This design comes from an exercise in tuning for small area, a short achievable clock period and few clock cycles on the open sky130 flow, not from production work. Function was checked by simulation only, so behaviour that the tests miss may differ from the original.

==> flow/design.v, too long to show whole: its modules and the start of the top module <==
// module mycpu_top: 1140 lines
// module cpu_axi_interface: 187 lines
// module alu: 60 lines
// module reg_file: 19 lines
// module multiplier: 75 lines
// module booth: 18 lines
// module wallace: 24 lines
// module one_bit_wallace: 10 lines
// module divider: 65 lines
module mycpu_top(
       input [5:0] ext_int,   
       input aclk,
       input aresetn,    
       output  [3:0] arid,
       output  [31:0] araddr,
       output  [ 7:0] arlen,       
       output  [ 2:0] arsize,
       output  [ 1:0] arburst,     
       output  [ 1:0] arlock,      
       output  [ 3:0] arcache,     
       output  [ 2:0] arprot,      
       output         arvalid,     
       input          arready,     
       input   [ 3:0] rid,         
       input   [31:0] rdata,
       input   [ 1:0] rresp,       
       input          rlast,       
       input          rvalid,      
       output         rready,      
       output  [ 3:0] awid,        
       output  [31:0] awaddr,
       output  [ 7:0] awlen,       
       output  [ 2:0] awsize,
       output  [ 1:0] awburst,     
       output  [ 1:0] awlock,      
       output  [ 3:0] awcache,     
       output  [ 2:0] awprot,      
       output         awvalid,     
       input          awready,     
       output  [ 3:0] wid,         
       output  [31:0] wdata,
       output  [ 3:0] wstrb,
       output         wlast,       
       output         wvalid,      
       input          wready,      
       input   [ 3:0] bid,         
       input   [ 1:0] bresp,       
       input          bvalid,      
       output         bready,      
       output [31:0] debug_wb_pc,
       output [3:0] debug_wb_rf_wen,
       output [4:0] debug_wb_rf_wnum,
       output [31:0] debug_wb_rf_wdata
);
  // ...
==> flow/run.sh <==
#!/bin/bash
# synth_recipe.tcl (not shown) runs the flow's synth.tcl, then flattens the netlist and writes it again
# the make line also repeats each setting of config.mk as NAME=value (left out here)
make -C /OpenROAD-flow-scripts/flow DESIGN_CONFIG=/design/flow/config.mk WORK_HOME=/design/flow/orfs CLKGATE_MAP_FILE= SYNTH_SCRIPT=/design/flow/synth_recipe.tcl finish
==> flow/config.mk <==
export PLATFORM = sky130hd
export DESIGN_NAME = mycpu_top
export DESIGN_NICKNAME = mycpu_top
export VERILOG_FILES = /design/flow/design.v
export SDC_FILE = /design/flow/constraint.sdc
export NUM_CORES = 4
export LEC_CHECK = 0
export CAP_MARGIN = 40
export CORE_MARGIN = 2
export CORE_UTILIZATION = 40
export SLEW_MARGIN = 30
==> flow/constraint.sdc <==
create_clock -name core_clock -period 15.0 [get_ports {aclk}]
set_input_delay 3.0000 -clock core_clock [delete_from_list [all_inputs] [get_ports {aclk}]]
set_output_delay 3.0000 -clock core_clock [all_outputs]
set_load 0.01 [all_outputs]
==> out/qor_table.md, run 1 <==
| Item | Value |
|---|---|
| Class of the worst hold path | flip-flop to flip-flop |
| Ratio of cells with drive above 1 in the final layout | 14.34% |
| Total number of placement rows | 250 |
| Arithmetic-cell share of the synthesized area counting full adders, half adders and majority gates | 10.32% |
| Crit Reg-Reg Startpoint | EX_valid$_DFFE_PN0P_ |
| Register fraction of the total cell area | 36.40% |
| Status | timing/DRC/antenna clean |
| Multi-input logic area | 101,600 sq um |
| Largest family of logic cells by synthesized area | compound AO/OA/AOI/OAI gates |
| Met2 track demand over resource in global routing | 55.39% |
| H-tree Lvls | 5 |
| Final instance area | 208,300 sq um |
| Final setup violating endpoints | 0 |
| Total DRC errors in the routed layout | 0 |
| Largest net degree at the start of global routing | 162 |
| CTS root buffer | clkbuf_16 |
| Proportion of synthesized flip-flops having asynchronous set or reset | 17.63% |
| Cell area after synthesis | 185,400 sq um |
| Worst setup path category | flip-flop to flip-flop |
| Starting density of the core | 40.08% |
| Area growth from synthesis to final layout | 12.33% |
| First-pass GRT wire length | 1290 mm |
| Multi-input gate share of the layout cell area | 48.76% |
| Post_cts resized | 0 |
| Number of diodes added for antenna fixing | 88 |
| Slowest-stage cell, CP | a221oi_2 |
| Highest clock frequency the design can meet | 86.67 MHz |
| Mean cell area of the mapped netlist | 10.49 sq um |
Testbench counts, summed over its fixed seeds: cycles 213,787.
==> module alu, before the edit <==
module alu(
	input [32 - 1:0] A,
	input [32 - 1:0] B,
	input [3:0] ALUop,
	output Overflow,
	output CarryOut,
	output Zero,
	output [32 - 1:0] Result
);
	wire choice[8:0];
	assign choice[0]=(ALUop==4'b0000);   
	assign choice[1]=(ALUop==4'b0001);   
	assign choice[2]=(ALUop==4'b0010);   
	assign choice[3]=(ALUop==4'b0110);   
    assign choice[4]=(ALUop==4'b0111);   
	assign choice[5]=(ALUop==4'b0011);   
	assign choice[6]=(ALUop==4'b0100);   
	assign choice[7]=(ALUop==4'b0101);   
	assign choice[8]=(ALUop==4'b1000);   
	wire [31:0]minus_B; assign minus_B=~B+1'b1;
	wire compare;		 
	wire [32:0]comp;	 
	assign comp=({1'b0,~A[31],A[30:0]}+(~{1'b0,~B[31],B[30:0]})+1);
	assign compare=comp[32];	 
	wire [31:0] shift_l;
	assign shift_l=B<<(A[4:0]);
	wire [31:0] shift_r;
	wire [31:0] ones;
	assign ones=32'b11111111_11111111_11111111_11111111>>(A[4:0]);
	wire [31:0] n_ones;
	assign n_ones=~ones;
	wire [31:0] n_shift_right;
	assign n_shift_right=(shift_r_logical)|n_ones;
	assign shift_r=(B[31]==0)? shift_r_logical:
		                       n_shift_right;
	wire [31:0] shift_r_logical;
	assign shift_r_logical=B>>(A[4:0]);
	wire [31:0] A_xor_B;
	assign A_xor_B=A^B;
	assign Result=({32{choice[0]}}&(A&B))|
		({32{choice[1]}}&(A|B))|
		({32{choice[2]}}&(A+B))|
		({32{choice[3]}}&(A+minus_B))|
		({32{choice[4]}}&{31'b0,compare})|
		({32{choice[5]}}&shift_l)|
		({32{choice[6]}}&shift_r)|
		({32{choice[7]}}&shift_r_logical)|
		({32{choice[8]}}&A_xor_B);
	wire [32:0]sum;	assign sum=({1'b0,A}+{1'b0,B});	
	wire [32:0]sub;	assign sub=({1'b0,A}+(~{1'b0,B})+1);
	assign CarryOut=(choice[2]&sum[32])|(choice[3]&sub[32]);
	wire [32:0]h1;	assign h1=({1'b0,A[31:0]}+{1'b0,B[31:0]});
	wire [31:0]h2;	assign h2=({1'b0,A[30:0]}+{1'b0,B[30:0]});
	wire [32:0]h3;	assign h3=({1'b0,A[31:0]}+(~{1'b0,B[31:0]})+1);
	wire [31:0]h4;	assign h4=({1'b0,A[30:0]}+(~{1'b0,B[30:0]})+1);
	wire Overflow_add; assign Overflow_add=h1[32]^h2[31];
	wire Overflow_sub; assign Overflow_sub=h3[32]^h4[31];
	assign Overflow=(choice[2]&Overflow_add)|(choice[3]&Overflow_sub);
	assign Zero= (Result==0);
endmodule
==> module reg_file, before the edit <==
module reg_file(
	input clk,
	input rst,
	input [5 - 1:0] waddr,
	input [5 - 1:0] raddr1,
	input [5 - 1:0] raddr2,
	input wen,
	input [32 - 1:0] wdata,
	output [32 - 1:0] rdata1,
	output [32 - 1:0] rdata2
);
	reg [31:0]register[31:0]; 
	always @(posedge clk)
	begin
		if(wen && waddr!=5'b0)	 register[waddr]<=wdata; 
	end
	assign rdata1=(raddr1==5'b0)? 32'b0 : register[raddr1]; 
	assign rdata2=(raddr2==5'b0)? 32'b0 : register[raddr2];
endmodule
==> module multiplier, before the edit <==
module multiplier(
    input mul_clk,
    input resetn,
    input mul_signed,
    input [31:0]x,
    input [31:0]y,
    output [63:0]result
    );
    wire x_sign;
    wire y_sign;
    assign x_sign = mul_signed & x[31];
    assign y_sign = mul_signed & y[31];
    wire [65:0]x_extend;
    wire [33:0]y_extend;
    assign x_extend = {{34{x_sign}}, x};
    assign y_extend = {{2{y_sign}}, y};
    wire [1121:0] sum;    
    wire [1121:0] mid_sum;
    wire [16:0] c;
    booth booth_module_0(x_extend, {y_extend[1:0], 1'b0}, sum[65:0], c[0]);
    genvar i;
    generate
        for (i = 1;i < 17; i = i + 1)
        begin: label1
            booth booth_module(x_extend, y_extend[2*i+1:2*i-1], mid_sum[66*i+65:66*i], c[i]);
            assign sum[66*i+65:66*i] = {mid_sum[64*i+65:66*i], {2*i{c[i]}}};
        end
    endgenerate
    wire [1121:0] swi;
    genvar index_i, index_j;
    generate
        for (index_i = 0; index_i < 66; index_i = index_i + 1)
        begin: label2
            for (index_j = 0; index_j < 17; index_j = index_j + 1)
                begin: label3
                    assign swi[17 * index_i + index_j] = sum[66 * index_j + index_i];
                end
        end
    endgenerate
    wire [923:0]hand_in_hand;
    wire [66:0] C;   
    wire [65:0] S;
    wallace tree0(swi[16:0], c[13:0], hand_in_hand[13:0], C[1], S[0]);
    generate
        for(i = 1; i < 66; i = i + 1)
        begin: label4
            wallace tree(swi[17*i+16:17*i], hand_in_hand[14*i-1:14*i-14], hand_in_hand[14*i+13:14*i], C[i+1], S[i]);
        end
    endgenerate
    assign C[0] = c[14];
reg [65:0] C_mem;
reg [65:0] S_mem;
reg cin_mem;
always @ (posedge mul_clk or negedge resetn)
begin
    if(~resetn)
    begin
        C_mem <= 66'd0;
        S_mem <= 66'd0;
        cin_mem <= 1'b0;
    end
    else
    begin
        C_mem <= C[65:0];
        S_mem <= S;
        cin_mem <= c[15];
    end
end
wire [65:0]add_result_l;
wire [63:0] add_result;
assign add_result_l = C_mem + S_mem + cin_mem;
assign result = add_result_l[63:0];
wire [63:0]result_reference;
assign result_reference = C[65:0] + S + c[15];
endmodule
==> inputs of run 2 (changes only) <==
--- a/flow/design.v
+++ b/flow/design.v
@@ -124,29 +124,28 @@
 wire [5:0]                  i1,               i1_ex,               i1_mem,               i1_wb;
 wire                        cancel_id,        cancel_ex,           cancel_mem,           cancel_wb;
 wire                        cancel_id_self,   cancel_ex_self,      cancel_mem_self,      cancel_wb_self;
 reg                         cancel_id_reg,    cancel_ex_reg,       cancel_mem_reg,       cancel_wb_reg;
 reg                         cancel_id_self_r, cancel_ex_self_r,    cancel_mem_self_r,    cancel_wb_self_r;
 wire                        cancel_id_wire,   cancel_ex_wire,      cancel_mem_wire,      cancel_wb_wire;
 wire                        cancel_id_self_w, cancel_ex_self_w,    cancel_mem_self_w,    cancel_wb_self_w;
 reg                                           exc_block_ex,        exc_block_mem,        exc_block_wb;
-reg[31:0]                                     cp0_data_ex,         cp0_data_mem,         cp0_data_wb;
+reg[31:0]                                     cp0_data_ex;
 wire[31:0]                                    write_data_ex,       write_data_mem,       write_data_wb;
 reg                                           RegWrite_ex,         RegWrite_mem,         RegWrite_wb;
 reg                                           is_eret_ex,          is_eret_mem,          is_eret_wb;
 reg                                           is_mfc0_ex,          is_mfc0_mem,          is_mfc0_wb;
 reg                                           is_mtc0_ex,          is_mtc0_mem,          is_mtc0_wb;
 reg                                           is_div_ex,           is_div_mem,           is_div_wb;
 reg                                           is_mul_ex,           is_mul_mem,           is_mul_wb;
 reg [4:0]                                     write_register_ex,   write_register_mem,   write_register_wb;
 reg [31:0]                                    IR_EX,               IR_MEM,               IR_WB;
 reg [31:0]                                    read_data1_ex,       read_data1_mem,       read_data1_wb;
 reg [31:0]                                    read_data2_ex,       read_data2_mem,       read_data2_wb;
-reg [63:0]                                                         div_result_mem,       div_result_wb;
 reg                                                                CarryOut_mem,         CarryOut_wb;
 reg [31:0]                                                         ALUOut_mem,           ALUOut_wb;
 reg [63:0]                                                                               mul_result_wb;
 reg [31:0]                                                                              Read_data_wb;
 assign WB_done = 1'b1;
 assign MEM_done = (~MemRead_mem  | (data_data_ok & (MEM_state == 2'd2))) &
                   (~MemWrite_mem | (write_state==2'd2 && data_data_ok));
 assign EX_done = (is_div_ex)? div_done:
@@ -227,52 +226,48 @@
 	begin
         PC_MEM <= PC_EX;
         Delay_mem <= Delay_ex;
         inst_addr_error_mem <= (PC_reg[1:0] != 2'b00);   
         IR_MEM <= IR_EX;
         control_mem <= control_ex;
         read_data1_mem <= read_data1_ex;
         read_data2_mem <= read_data2_ex;
-        ALUOut_mem <= ALUOut_ex;
-        div_result_mem <= div_result;
+        ALUOut_mem <= (is_mfc0_ex)? cp0_data_ex : ALUOut_ex;   
         CarryOut_mem <= CarryOut;
 		write_register_mem <= write_register_ex;
 		is_mul_mem <= is_mul_ex;
         is_div_mem <= is_div_ex;
         is_mfc0_mem <= is_mfc0_ex;
         is_mtc0_mem <= is_mtc0_ex;
         is_eret_mem <= is_eret_ex;
-        cp0_data_mem <= cp0_data_ex;
 		RegWrite_mem <= RegWrite_ex;
 	end
 end
 always @(posedge clk)
 begin
     if(MEM_ready_go)
 	begin
         PC_WB <= PC_MEM;
         Delay_wb <= Delay_mem;
         inst_addr_error_wb <= inst_addr_error_mem;
         IR_WB <= IR_MEM;
         control_wb <= control_mem;
         read_data1_wb <= read_data1_mem;
         read_data2_wb <= read_data2_mem;
         align <= ALUOut_mem[1:0];
         ALUOut_wb <= ALUOut_mem;
-        div_result_wb <= div_result_mem;
         mul_result_wb <= mul_result;
         CarryOut_wb <= CarryOut_mem;
 		write_register_wb <= write_register_mem;
 		is_mul_wb <= is_mul_mem;
 		is_div_wb <= is_div_mem;
         is_mfc0_wb <= is_mfc0_mem;
         is_mtc0_wb <= is_mtc0_mem;
         is_eret_wb <= is_eret_mem;
-        cp0_data_wb <= cp0_data_mem;
 		RegWrite_wb <= RegWrite_mem;
 		Read_data_wb <= Read_data;
 	end
 end
 wire [3:0]Write_strb;
 wire [3:0]true_wstrb;
 wire [3:0]false_wstrb;
 assign true_wstrb = Write_strb;
@@ -641,29 +636,29 @@
         begin
             IR_ID_block <= inst_rdata;
         end
     end
     assign fetch_HILO=(RegDst==2'b01&&(i1==6'b010000||i1==6'b010010));                   
     assign HI_forward=(is_div_ex)? div_result[63:32]:
                       (RegDst_ex==2'b01&&i1_ex==6'b010001)? read_data1_ex:   
                       (RegDst_mem==2'b01&&i1_mem==6'b010001)? read_data1_mem:   
-                      (is_div_mem)? div_result_mem[63:32]:
+                      (is_div_mem)? div_result[63:32]:
                       (is_mul_mem)? mul_result[63:32]:
                       (RegDst_wb==2'b01&&i1_wb==6'b010001)? read_data1_wb:   
-                      (is_div_wb)? div_result_wb[63:32]:
+                      (is_div_wb)? div_result[63:32]:
                       (is_mul_wb)? mul_result_wb[63:32]:
                       HI;
     assign LO_forward=(is_div_ex)? div_result[31:0]:
                       (RegDst_ex==2'b01&&i1_ex==6'b010011)? read_data1_ex:   
                       (RegDst_mem==2'b01&&i1_mem==6'b010011)? read_data1_mem:   
-                      (is_div_mem)? div_result_mem[31:0]:
+                      (is_div_mem)? div_result[31:0]:
                       (is_mul_mem)? mul_result[31:0]:
                       (RegDst_wb==2'b01&&i1_wb==6'b010011)? read_data1_wb:   
-                      (is_div_wb)? div_result_wb[31:0]:
+                      (is_div_wb)? div_result[31:0]:
                       (is_mul_wb)? mul_result_wb[31:0]:
                       LO;
     assign write_data_ex=(RegDst_ex==2'b01&&i1_ex==6'b001001)? PC_EX+8:               
                          (RegDst_ex==2'b01&&i1_ex==6'b001011)? read_data1_ex:         
                          (RegDst_ex==2'b01&&i1_ex==6'b101011)? {31'b0,CarryOut}:      
                          (RegDst_ex==2'b01&&i1_ex==6'b010000)? HI_forward:            
                          (RegDst_ex==2'b01&&i1_ex==6'b010010)? LO_forward:            
                          (is_mfc0_ex)? cp0_data_ex:                                   
@@ -674,17 +669,17 @@
                          (MemtoReg_ex==3'b100)? {31'b0,CarryOut}:                     
                          (MemtoReg_ex==3'b011)? {IR_EX[15:0],16'b0}:                  
                           0;
     assign write_data_mem=(RegDst_mem==2'b01&&i1_mem==6'b001001)? PC_MEM+8:              
                           (RegDst_mem==2'b01&&i1_mem==6'b001011)? read_data1_mem:        
                           (RegDst_mem==2'b01&&i1_mem==6'b101011)? {31'b0,CarryOut_mem}:  
                           (RegDst_mem==2'b01&&i1_mem==6'b010000)? HI_forward:            
                           (RegDst_mem==2'b01&&i1_mem==6'b010010)? LO_forward:            
-                          (is_mfc0_mem)? cp0_data_mem:                                   
+                          (is_mfc0_mem)? ALUOut_mem:                                     
                           (IR_MEM[31:26]==6'b000001&&IR_MEM[20:16]==5'b10001)? PC_MEM+8: 
                           (IR_MEM[31:26]==6'b000001&&IR_MEM[20:16]==5'b10000)? PC_MEM+8: 
                           (MemtoReg_mem==3'b000)? ALUOut_mem:                            
                           (MemtoReg_mem==3'b010)? PC_MEM+8:                              
                           (MemtoReg_mem==3'b100)? {31'b0,CarryOut_mem}:                  
                           (MemtoReg_mem==3'b011)? {IR_MEM[15:0],16'b0}:                  
                            0;
    assign read_data1 = (EX_valid & RegWrite_ex & (write_register_ex==IR_ID[25:21]))? write_data_ex:
@@ -995,17 +990,17 @@
 				 0;
 	wire [31:0] not_ALUOut_wb; assign not_ALUOut_wb=~ALUOut_wb;
 	assign write_data_wb=(MemtoReg_wb==3'b001)? Read_data_wb:                         
    					     (RegDst_wb==2'b01&&i1_wb==6'b001001)? PC_WB+8:               
 					     (RegDst_wb==2'b01&&i1_wb==6'b001011)? read_data1_wb:         
 					     (RegDst_wb==2'b01&&i1_wb==6'b101011)? {31'b0,CarryOut_wb}:   
 					     (RegDst_wb==2'b01&&i1_wb==6'b010000)? HI:                    
 					     (RegDst_wb==2'b01&&i1_wb==6'b010010)? LO:                    
-                         (is_mfc0_wb)? cp0_data_wb:                                   
+                         (is_mfc0_wb)? ALUOut_wb:                                     
 					     (IR_WB[31:26]==6'b000001&&IR_WB[20:16]==5'b10001)? PC_WB+8:  
                          (IR_WB[31:26]==6'b000001&&IR_WB[20:16]==5'b10000)? PC_WB+8:  
 		                 (MemtoReg_wb==3'b000)? ALUOut_wb:                            
 					     (MemtoReg_wb==3'b010)? PC_WB+8:                              
 					     (MemtoReg_wb==3'b100)? {31'b0,CarryOut_wb}:                  
 					     (MemtoReg_wb==3'b011)? {IR_WB[15:0],16'b0}:                  
 					     (MemtoReg_wb==3'b101)? RB_extend:                            
 					     (MemtoReg_wb==3'b110)? RH_extend:                            
@@ -1023,26 +1018,26 @@
    wire write_LO;
    assign write_HI = (RegDst_wb==2'b01&&i1_wb==6'b010001);
    assign write_LO = (RegDst_wb==2'b01&&i1_wb==6'b010011);
    always @(posedge clk)
    begin
     if(is_mul_wb)
         HI <= mul_result_wb[63:32];
     else if(is_div_wb)
-        HI <= div_result_wb[63:32];
+        HI <= div_result[63:32];
     else if(write_HI)
         HI <= read_data1_wb;
    end
    always @(posedge clk)
    begin
     if(is_mul_wb)
         LO <= mul_result_wb[31:0];
     else if(is_div_wb)
-        LO <= div_result_wb[31:0];
+        LO <= div_result[31:0];
     else if(write_LO)
         LO <= read_data1_wb;
    end
     wire [31:0] alu_op1;
     assign i1_ex=IR_EX[5:0];
 	wire [3:0]alf;
 	assign alf=(i1_ex==6'b100001)? 4'b0010:   
 	           (i1_ex==6'b100000)? 4'b0010:   
@@ -1097,16 +1092,18 @@
              .Overflow(Overflow),
 			 .CarryOut(CarryOut),
 			 .Zero(Zero),
 			 .Result(ALU_result));
 	wire mul_signed = is_mul_ex & ~IR_EX[0];
 	multiplier mul(.mul_clk(clk),
 				   .resetn(resetn),
 				   .mul_signed(mul_signed),
+				   .first(is_mul_ex & ~mul_done),
+				   .second(is_mul_ex & mul_done),
 				   .x(read_data1_ex),
 				   .y(read_data2_ex),
 				   .result(mul_result));
     wire div_signed = is_div_ex & ~IR_EX[0];
     divider div(.div_clk(clk),
                 .resetn(resetn),
                 .div(is_div_ex),
                 .div_signed(div_signed),
@@ -1332,214 +1329,87 @@
 	input [32 - 1:0] A,
 	input [32 - 1:0] B,
 	input [3:0] ALUop,
 	output Overflow,
 	output CarryOut,
 	output Zero,
 	output [32 - 1:0] Result
 );
-	wire choice[8:0];
-	assign choice[0]=(ALUop==4'b0000);   
-	assign choice[1]=(ALUop==4'b0001);   
-	assign choice[2]=(ALUop==4'b0010);   
-	assign choice[3]=(ALUop==4'b0110);   
-    assign choice[4]=(ALUop==4'b0111);   
-	assign choice[5]=(ALUop==4'b0011);   
-	assign choice[6]=(ALUop==4'b0100);   
-	assign choice[7]=(ALUop==4'b0101);   
-	assign choice[8]=(ALUop==4'b1000);   
-	wire [31:0]minus_B; assign minus_B=~B+1'b1;
-	wire compare;		 
-	wire [32:0]comp;	 
-	assign comp=({1'b0,~A[31],A[30:0]}+(~{1'b0,~B[31],B[30:0]})+1);
-	assign compare=comp[32];	 
-	wire [31:0] shift_l;
-	assign shift_l=B<<(A[4:0]);
-	wire [31:0] shift_r;
-	wire [31:0] ones;
-	assign ones=32'b11111111_11111111_11111111_11111111>>(A[4:0]);
-	wire [31:0] n_ones;
-	assign n_ones=~ones;
-	wire [31:0] n_shift_right;
-	assign n_shift_right=(shift_r_logical)|n_ones;
-	assign shift_r=(B[31]==0)? shift_r_logical:
-		                       n_shift_right;
-	wire [31:0] shift_r_logical;
-	assign shift_r_logical=B>>(A[4:0]);
-	wire [31:0] A_xor_B;
-	assign A_xor_B=A^B;
-	assign Result=({32{choice[0]}}&(A&B))|
-		({32{choice[1]}}&(A|B))|
-		({32{choice[2]}}&(A+B))|
-		({32{choice[3]}}&(A+minus_B))|
-		({32{choice[4]}}&{31'b0,compare})|
-		({32{choice[5]}}&shift_l)|
-		({32{choice[6]}}&shift_r)|
-		({32{choice[7]}}&shift_r_logical)|
-		({32{choice[8]}}&A_xor_B);
-	wire [32:0]sum;	assign sum=({1'b0,A}+{1'b0,B});	
-	wire [32:0]sub;	assign sub=({1'b0,A}+(~{1'b0,B})+1);
-	assign CarryOut=(choice[2]&sum[32])|(choice[3]&sub[32]);
-	wire [32:0]h1;	assign h1=({1'b0,A[31:0]}+{1'b0,B[31:0]});
-	wire [31:0]h2;	assign h2=({1'b0,A[30:0]}+{1'b0,B[30:0]});
-	wire [32:0]h3;	assign h3=({1'b0,A[31:0]}+(~{1'b0,B[31:0]})+1);
-	wire [31:0]h4;	assign h4=({1'b0,A[30:0]}+(~{1'b0,B[30:0]})+1);
-	wire Overflow_add; assign Overflow_add=h1[32]^h2[31];
-	wire Overflow_sub; assign Overflow_sub=h3[32]^h4[31];
-	assign Overflow=(choice[2]&Overflow_add)|(choice[3]&Overflow_sub);
-	assign Zero= (Result==0);
+	wire c_and = (ALUop == 4'b0000);
+	wire c_or  = (ALUop == 4'b0001);
+	wire c_add = (ALUop == 4'b0010);
+	wire c_sub = (ALUop == 4'b0110);
+	wire c_slt = (ALUop == 4'b0111);
+	wire c_sll = (ALUop == 4'b0011);
+	wire c_sra = (ALUop == 4'b0100);
+	wire c_srl = (ALUop == 4'b0101);
+	wire c_xor = (ALUop == 4'b1000);
+	wire        sub = ~c_add;
+	wire [32:0] sum = {1'b0, A} + {1'b0, sub ? ~B : B} + {32'd0, sub};
+	wire        less = (A[31] ^ B[31]) ? A[31] : sum[31];
+	wire [31:0] shift_l = B << A[4:0];
+	wire [31:0] shift_r_logical = B >> A[4:0];
+	wire [31:0] shift_r = shift_r_logical | ((B[31]) ? ~(32'hffffffff >> A[4:0]) : 32'd0);
+	assign Result = ({32{c_and}} & (A & B)) |
+	                ({32{c_or}}  & (A | B)) |
+	                ({32{c_add | c_sub}} & sum[31:0]) |
+	                ({32{c_slt}} & {31'b0, less}) |
+	                ({32{c_sll}} & shift_l) |
+	                ({32{c_sra}} & shift_r) |
+	                ({32{c_srl}} & shift_r_logical) |
+	                ({32{c_xor}} & (A ^ B));
+	assign CarryOut = (c_add & sum[32]) | (c_sub & ~sum[32]);
+	wire ovf = (A[31] == (B[31] ^ sub)) & (sum[31] != A[31]);
+	assign Overflow = (c_add | c_sub) & ovf;
+	assign Zero = (Result == 0);
 endmodule
 `timescale 1ns / 1ps
 module reg_file(
 	input clk,
 	input rst,
 	input [5 - 1:0] waddr,
 	input [5 - 1:0] raddr1,
 	input [5 - 1:0] raddr2,
 	input wen,
 	input [32 - 1:0] wdata,
 	output [32 - 1:0] rdata1,
 	output [32 - 1:0] rdata2
 );
-	reg [31:0]register[31:0]; 
+	reg [31:0]register[31:1]; 
 	always @(posedge clk)
 	begin
 		if(wen && waddr!=5'b0)	 register[waddr]<=wdata; 
 	end
 	assign rdata1=(raddr1==5'b0)? 32'b0 : register[raddr1]; 
 	assign rdata2=(raddr2==5'b0)? 32'b0 : register[raddr2];
 endmodule
 `timescale 1ns / 1ps
 module multiplier(
     input mul_clk,
     input resetn,
     input mul_signed,
+    input first,
+    input second,
     input [31:0]x,
     input [31:0]y,
     output [63:0]result
     );
-    wire x_sign;
-    wire y_sign;
-    assign x_sign = mul_signed & x[31];
-    assign y_sign = mul_signed & y[31];
-    wire [65:0]x_extend;
-    wire [33:0]y_extend;
-    assign x_extend = {{34{x_sign}}, x};
-    assign y_extend = {{2{y_sign}}, y};
-    wire [1121:0] sum;    
-    wire [1121:0] mid_sum;
-    wire [16:0] c;
-    booth booth_module_0(x_extend, {y_extend[1:0], 1'b0}, sum[65:0], c[0]);
-    genvar i;
-    generate
-        for (i = 1;i < 17; i = i + 1)
-        begin: label1
-            booth booth_module(x_extend, y_extend[2*i+1:2*i-1], mid_sum[66*i+65:66*i], c[i]);
-            assign sum[66*i+65:66*i] = {mid_sum[64*i+65:66*i], {2*i{c[i]}}};
-        end
-    endgenerate
-    wire [1121:0] swi;
-    genvar index_i, index_j;
-    generate
-        for (index_i = 0; index_i < 66; index_i = index_i + 1)
-        begin: label2
-            for (index_j = 0; index_j < 17; index_j = index_j + 1)
-                begin: label3
-                    assign swi[17 * index_i + index_j] = sum[66 * index_j + index_i];
-                end
-        end
-    endgenerate
-    wire [923:0]hand_in_hand;
-    wire [66:0] C;   
-    wire [65:0] S;
-    wallace tree0(swi[16:0], c[13:0], hand_in_hand[13:0], C[1], S[0]);
-    generate
-        for(i = 1; i < 66; i = i + 1)
-        begin: label4
-            wallace tree(swi[17*i+16:17*i], hand_in_hand[14*i-1:14*i-14], hand_in_hand[14*i+13:14*i], C[i+1], S[i]);
-        end
-    endgenerate
-    assign C[0] = c[14];
-reg [65:0] C_mem;
-reg [65:0] S_mem;
-reg cin_mem;
-always @ (posedge mul_clk or negedge resetn)
-begin
-    if(~resetn)
-    begin
-        C_mem <= 66'd0;
-        S_mem <= 66'd0;
-        cin_mem <= 1'b0;
-    end
-    else
-    begin
-        C_mem <= C[65:0];
-        S_mem <= S;
-        cin_mem <= c[15];
+    wire signed [32:0] xs = {mul_signed & x[31], x};
+    wire signed [16:0] ys = first ? {1'b0, y[15:0]} : {mul_signed & y[31], y[31:16]};
+    wire signed [49:0] m  = xs * ys;
+    reg [49:0] p1;
+    reg [63:0] r;
+    always @(posedge mul_clk) begin
+        if (first)
+            p1 <= m;
+        if (second)
+            r <= {{{14{p1[49]}}, p1[49:16]} + m[47:0], p1[15:0]};
     end
-end
-wire [65:0]add_result_l;
-wire [63:0] add_result;
-assign add_result_l = C_mem + S_mem + cin_mem;
-assign result = add_result_l[63:0];
-wire [63:0]result_reference;
-assign result_reference = C[65:0] + S + c[15];
-endmodule
-module booth(
-    input [65:0]x,
-    input [2:0]y,
-    output [65:0]p,
-    output c
-);
-    wire [65:0]twice_x;
-    assign twice_x = x << 1;
-    assign {c, p} = (y == 3'b000)? {1'b0, 66'b0}:
-                         (y == 3'b001)? {1'b0, x}:
-                         (y == 3'b010)? {1'b0, x}:
-                         (y == 3'b011)? {1'b0, twice_x}:
-                         (y == 3'b100)? {1'b1, ~twice_x}:
-                         (y == 3'b101)? {1'b1, ~x}:
-                         (y == 3'b110)? {1'b1, ~x}:
-                         (y == 3'b111)? {1'b0, 66'b0}:
-                         66'b0;
-endmodule
-module wallace(
-    input [16:0] op,
-    input [13:0] cin,
-    output [13:0]cout,
-    output C,
-    output S
-);
-    wire [13:0]s;
-    one_bit_wallace w00(op[16], op[15], op[14], cout[0], s[0]);
-    one_bit_wallace w01(op[13], op[12], op[11], cout[1], s[1]);
-    one_bit_wallace w02(op[10], op[9], op[8], cout[2], s[2]);
-    one_bit_wallace w03(op[7], op[6], op[5], cout[3], s[3]);
-    one_bit_wallace w04(op[4], op[3], op[2], cout[4], s[4]);
-    one_bit_wallace w10(s[0], s[1], s[2], cout[5], s[5]);
-    one_bit_wallace w11(s[3], s[4], op[1], cout[6], s[6]);
-    one_bit_wallace w12(op[0], cin[0], cin[1], cout[7], s[7]);
-    one_bit_wallace w13(cin[2], cin[3], cin[4], cout[8], s[8]);
-    one_bit_wallace w20(s[5], s[6], s[7], cout[9], s[9]);
-    one_bit_wallace w21(s[8], cin[5], cin[6], cout[10], s[10]);
-    one_bit_wallace w30(s[9], s[10], cin[7], cout[11], s[11]);
-    one_bit_wallace w31(cin[8], cin[9], cin[10], cout[12], s[12]);
-    one_bit_wallace w40(s[11], s[12], cin[11], cout[13], s[13]);
-    one_bit_wallace w50(s[13], cin[12], cin[13], C, S);
-endmodule
-module one_bit_wallace(
-    input A,
-    input B,
-    input cin,
-    output C,
-    output S
-);
-assign S = A ^ B ^ cin;
-assign C = A & cin | B & (A ^ cin);
+    assign result = r;
 endmodule
 `timescale 1ns / 1ps
 module divider(
     input div_clk,
     input resetn,
     input div,
     input div_signed,
     input [31:0]x,
==> flow/config.mk (replaced) <==
export PLATFORM = sky130hd
export DESIGN_NAME = mycpu_top
export DESIGN_NICKNAME = mycpu_top
export VERILOG_FILES = /design/flow/design.v
export SDC_FILE = /design/flow/constraint.sdc
export NUM_CORES = 4
export LEC_CHECK = 0
export ABC_CLOCK_PERIOD_IN_PS = 9000
export CAP_MARGIN = 40
export CORE_MARGIN = 2
export CORE_UTILIZATION = 40
export SETUP_SLACK_MARGIN = 5
export SLEW_MARGIN = 30
==> out/qor_table.md, run 2 <==
| Item | Value | Change |
|---|---|---|
| Most repeated cell in the gate-level netlist after synthesis | edfxtp_1 | unchanged |
| Mapped Cells | 15,220 | was 17,670 |
| Post-synth cell types | 117 | was 134 |
| Clock tree sinks | 2,381 | was 2,620 |
| Fraction of the yosys area taken by sequential cells | 42.66% | was 40.86% |
| Cell type with the highest aggregate area in the netlist | edfxtp_1 | unchanged |
| Number of detailed-routing iterations run before antenna repair | 9 | was 7 |
| Most used routing layer in global routing | met2 | unchanged |
| Proportion of synthesized flip-flops having asynchronous set or reset | 13.99% | was 17.63% |
| Slowest-stage cell, CP | nor4_4 | was a221oi_2 |
| Count of buffers inserted at the top-level ports | 220 | unchanged |
| Combined global-route utilization of all metal layers | 43.91% | was 39.67% |
| Area fraction of the dominant cell type after synthesis | 36.64% | was 33.85% |
| Inserted Clock Buffers | 285 | was 300 |
| Nets@finish | 16,590 | was 18,770 |
| Area growth from synthesis to final layout | 15.54% | was 12.33% |
| Detailed placer's ending HPWL | 696.9 mm | was 708.5 mm |
| FF+latch count, synth | 2,381 | was 2,620 |
| Max transition margin | 20.46% | was 20.79% |
| Wirelength per Cell | 43.33 um | was 39.58 um |
| Total Routed Length | 924.5 mm | was 956.5 mm |
| Antenna Violating Nets Remaining | 0 | unchanged |
| Number of fillers in the final layout | 37,360 | was 43,270 |
| Vias in the first global route | 132,500 | was 149,100 |
| Clk buf depth | 4 | unchanged |
| Grt total ovfl | 0 | unchanged |
| Nature of the critical path endpoint | flip-flop | unchanged |
| Most used standard cells in the synthesized netlist | edfxtp_1, nand2_1, nor2_1 | was edfxtp_1, nor2_1, nand2_1 |
| Final setup violating endpoints | 0 | unchanged |
| Setup repair after global routing missed its margin | true | was false |
| Status | timing/DRC/antenna clean | unchanged |
| Number of top-level design ports | 293 | unchanged |
| Highest clock frequency the design can meet | 97.50 MHz | was 86.67 MHz |
| Largest register FFs | 992 | was 1,024 |
| Largest driver fanout on the critical path | 14 | was 36 |
| DRC violation total after the first TritonRoute iteration | 25,320 | was 27,050 |
| Placeable Area | 403,200 sq um | was 462,600 sq um |
| Vias per std cell | 6.819 | was 6.678 |
| Die Y-Extent | 640.9 um | was 684.8 um |
| Width of the die | 640.9 um | was 684.8 um |
| Final hold violation count | 0 | unchanged |
| H-tree Lvls | 5 | unchanged |
| Clock skew after layout | 0.06219 ns | was 0.09814 ns |
| Final critical-path share of the clock period | 68.38% | was 76.92% |
| Most common cell after layout, fill and taps aside | edfxtp_1 | unchanged |
| Tightest Pin Transition | 1.193 ns | was 1.188 ns |
| Ratio of cells with drive above 1 in the final layout | 17.35% | was 14.34% |
| Weighted congestion reported at the end of routability-driven placement | 1.111 | was 1.062 |
| Worst Setup Slack, final | 4.743 ns | was 3.462 ns |
| Crit path time final | 10.26 ns | was 11.54 ns |
| Maximum cell stage delay along the critical path | 0.84 ns | was 0.71 ns |
| Total DRC errors in the routed layout | 0 | unchanged |
| Met3 Track Usage GR | 17.42% | was 12.51% |
| Mean cell area of the mapped netlist | 10.66 sq um | was 10.49 sq um |
| Cell area after synthesis | 162,300 sq um | was 185,400 sq um |
| Yosys warning total | 5 | was 6 |
| Total number of placement rows | 233 | was 250 |
| CTS root buffer | clkbuf_16 | unchanged |
| Most used flip-flop cell after synthesis | edfxtp_1 | unchanged |
| Highest-count cells in the layout ignoring fill and taps | edfxtp_1, nand2_1, nor2_1 | was edfxtp_1, nor2_1, nand2_1 |
| CTS Hold Buffers Added | 0 | unchanged |
| Met2 track demand over resource in global routing | 59.45% | was 55.39% |
| Antenna violations before repair | 121 | was 134 |
| GR Layer Usage met1 | 58.74% | was 52.30% |
| First-pass GRT wire length | 1215 mm | was 1290 mm |
| Crit path launch type | flip-flop | unchanged |
| Setup TNS Final | 0 ns | unchanged |
| Number of enable-type register cells in the synthesized netlist | 1,980 | was 2,090 |
| Data arrival time of the critical path | 10.91 ns | was 12.43 ns |
| CTS tree | built | unchanged |
| Worst hold slack | 0.4100 ns | was 0.4255 ns |
| Via count | 145,500 | was 161,400 |
| Class of the worst hold path | flip-flop to flip-flop | unchanged |
| Overall die area | 410,800 sq um | was 469,000 sq um |
| Clock slew at reported path FFs | 0.07 ns | was 0.06 ns |
| Worst setup path category | flip-flop to flip-flop | unchanged |
| Number of maximum-capacitance constraint violations | 0 | unchanged |
| Largest net degree at the start of global routing | 177 | was 162 |
| Leading cell types by total area after synthesis | edfxtp_1, mux4_2, fa_1 | was edfxtp_1, fa_1, mux4_2 |
| Starting density of the core | 40.25% | was 40.08% |
| WP data required | 15.65 ns | was 15.90 ns |
| Worst setup slack after placement | 3.468 ns | was 3.805 ns |
| Register with the most flip-flops | Registers.register | unchanged |
| Worst skew pair latency | 0.97 ns | was 1.03 ns |
| Max Slew Vio Count | 0 | unchanged |
run 2: cell count changes after synthesis, sizes merged, moves of 174 or more:
| cell | before | now |
|---|---|---|
| nand2 | 1376 | 1713 |
| fa | 783 | 541 |
| nor2 | 1802 | 1057 |
| xnor2 | 701 | 442 |
| a21oi | 1087 | 908 |
| inv | 1034 | 736 |
| clkbuf | 1060 | 748 |
| a211oi | 484 | 202 |
| xor2 | 397 | 223 |
run 2: layout make-up:
cell class	instances	area [sq um]	area share, %
Timing Repair Buffer	1184	10730	5.723
Clock buffer	360	7735	4.126
Clock inverter	151	1737	0.9263
Multi-Input combinational cell	11020	88220	47.06
Tap cell	5405	6763	3.607
Inverter	746	2819	1.504
Sequential cell	2381	69270	36.95
Antenna cell	85	212.7	0.1134
run 2: critical path, delay by kind of cell, from the launching register on:
family | cells | cell delay [ns]
mux | 2 | 0.59
flops | 1 | 0.36
simple gates | 8 | 4.44
fa+ha+maj | 1 | 0.36
buf+inv | 4 | 0.89
compound gates | 11 | 3.04
xor+xnor | 2 | 0.23
run 2: logic make-up after synthesis:
family,count (synthesis),synth area share [%]
multiplexers,1208,11.88
AND/OR/NAND/NOR,4557,13.15
adder cells (fa/ha/maj),914,9.551
flip-flops,2381,42.66
AO/OA/AOI/OAI,3625,14.39
other,2,0.004628
XOR/XNOR,665,3.589
buffers and inverters,1864,4.764
run 2: path summary, 6_finish.rpt:
kind                                          start                   endpoint  slack, ns  cells after the start
max in group asynchronous                   aresetn     PC_reg[31]$_DFFE_PN1P_      10.58                      5
worst min-delay path            mul.p1[5]$_DFFE_PP_         mul.r[5]$_DFFE_PP_       0.41                      0
min in group asynchronous                   aresetn  cancel_id_reg$_DFFE_PN0P_       2.03                      1
worst max-delay path             IR_EX[0]$_DFFE_PP_      RegWrite_ex$_DFFE_PP_       4.74                     28
worst min register to register  mul.p1[5]$_DFFE_PP_         mul.r[5]$_DFFE_PP_       0.41                      0
worst max register to register   IR_EX[0]$_DFFE_PP_      RegWrite_ex$_DFFE_PP_       4.74                     28
run 2: what timing repair did:
item,CTS,global route
pin swaps,26,48
buffers inserted,45,29
setup endpoints to repair,152,79
cloned,6,2
gates resized for setup,120,105
run 2: through the flow:
stage / utilization, % / area, sq um / cells
global route: 46.46 / 187300 / 21270
finish: 46.50 / 187500 / 21340
floorplan: - / 163100 / 15270
global placement: 43.05 / 173600 / 20480
CTS: 46.14 / 186000 / 21180
detailed placement: 43.50 / 175400 / 20620
run 2: routing by layer:
layer  wire length [um]  share of wire [%]
met1             354200                 38
met3             136800                 15
met4              67280                7.3
met2             365600                 40
met5                584              0.063
Testbench counts of run 2, summed over its fixed seeds: cycles 213,787.

## afterwards: timing with drivers on the ports
How much do the figures lean on ideal ports? The routed layouts below were timed once more, with nothing changed but the port constraints. Step 1: set_driving_cell puts a clkbuf_16 on aclk and a buf_2 on each other input, an assumption about the parent block. Step 2 moves the port delays by t, midway between the first and last clock arrival at a register: inputs arrive t later, outputs are due t later. That takes back most of the time a late clock gives input paths. a / b / c = ideal / step 1 / step 2; a / b = the first two.
run	t (ns)	setup slack, ns	clock arrival spread, ns	cell pins on the clock port's net
run 1	1.107	3.462 / 3.462 / 3.462	0.100 / 0.101	1
run 2	1.054	4.743 / 4.743 / 4.474	0.062 / 0.062	1
After both steps every run listed still meets setup and hold. For run 2, which loses most, drivers alone change the setup slack by 0.000 ns; drivers and shift together by -0.269 ns.
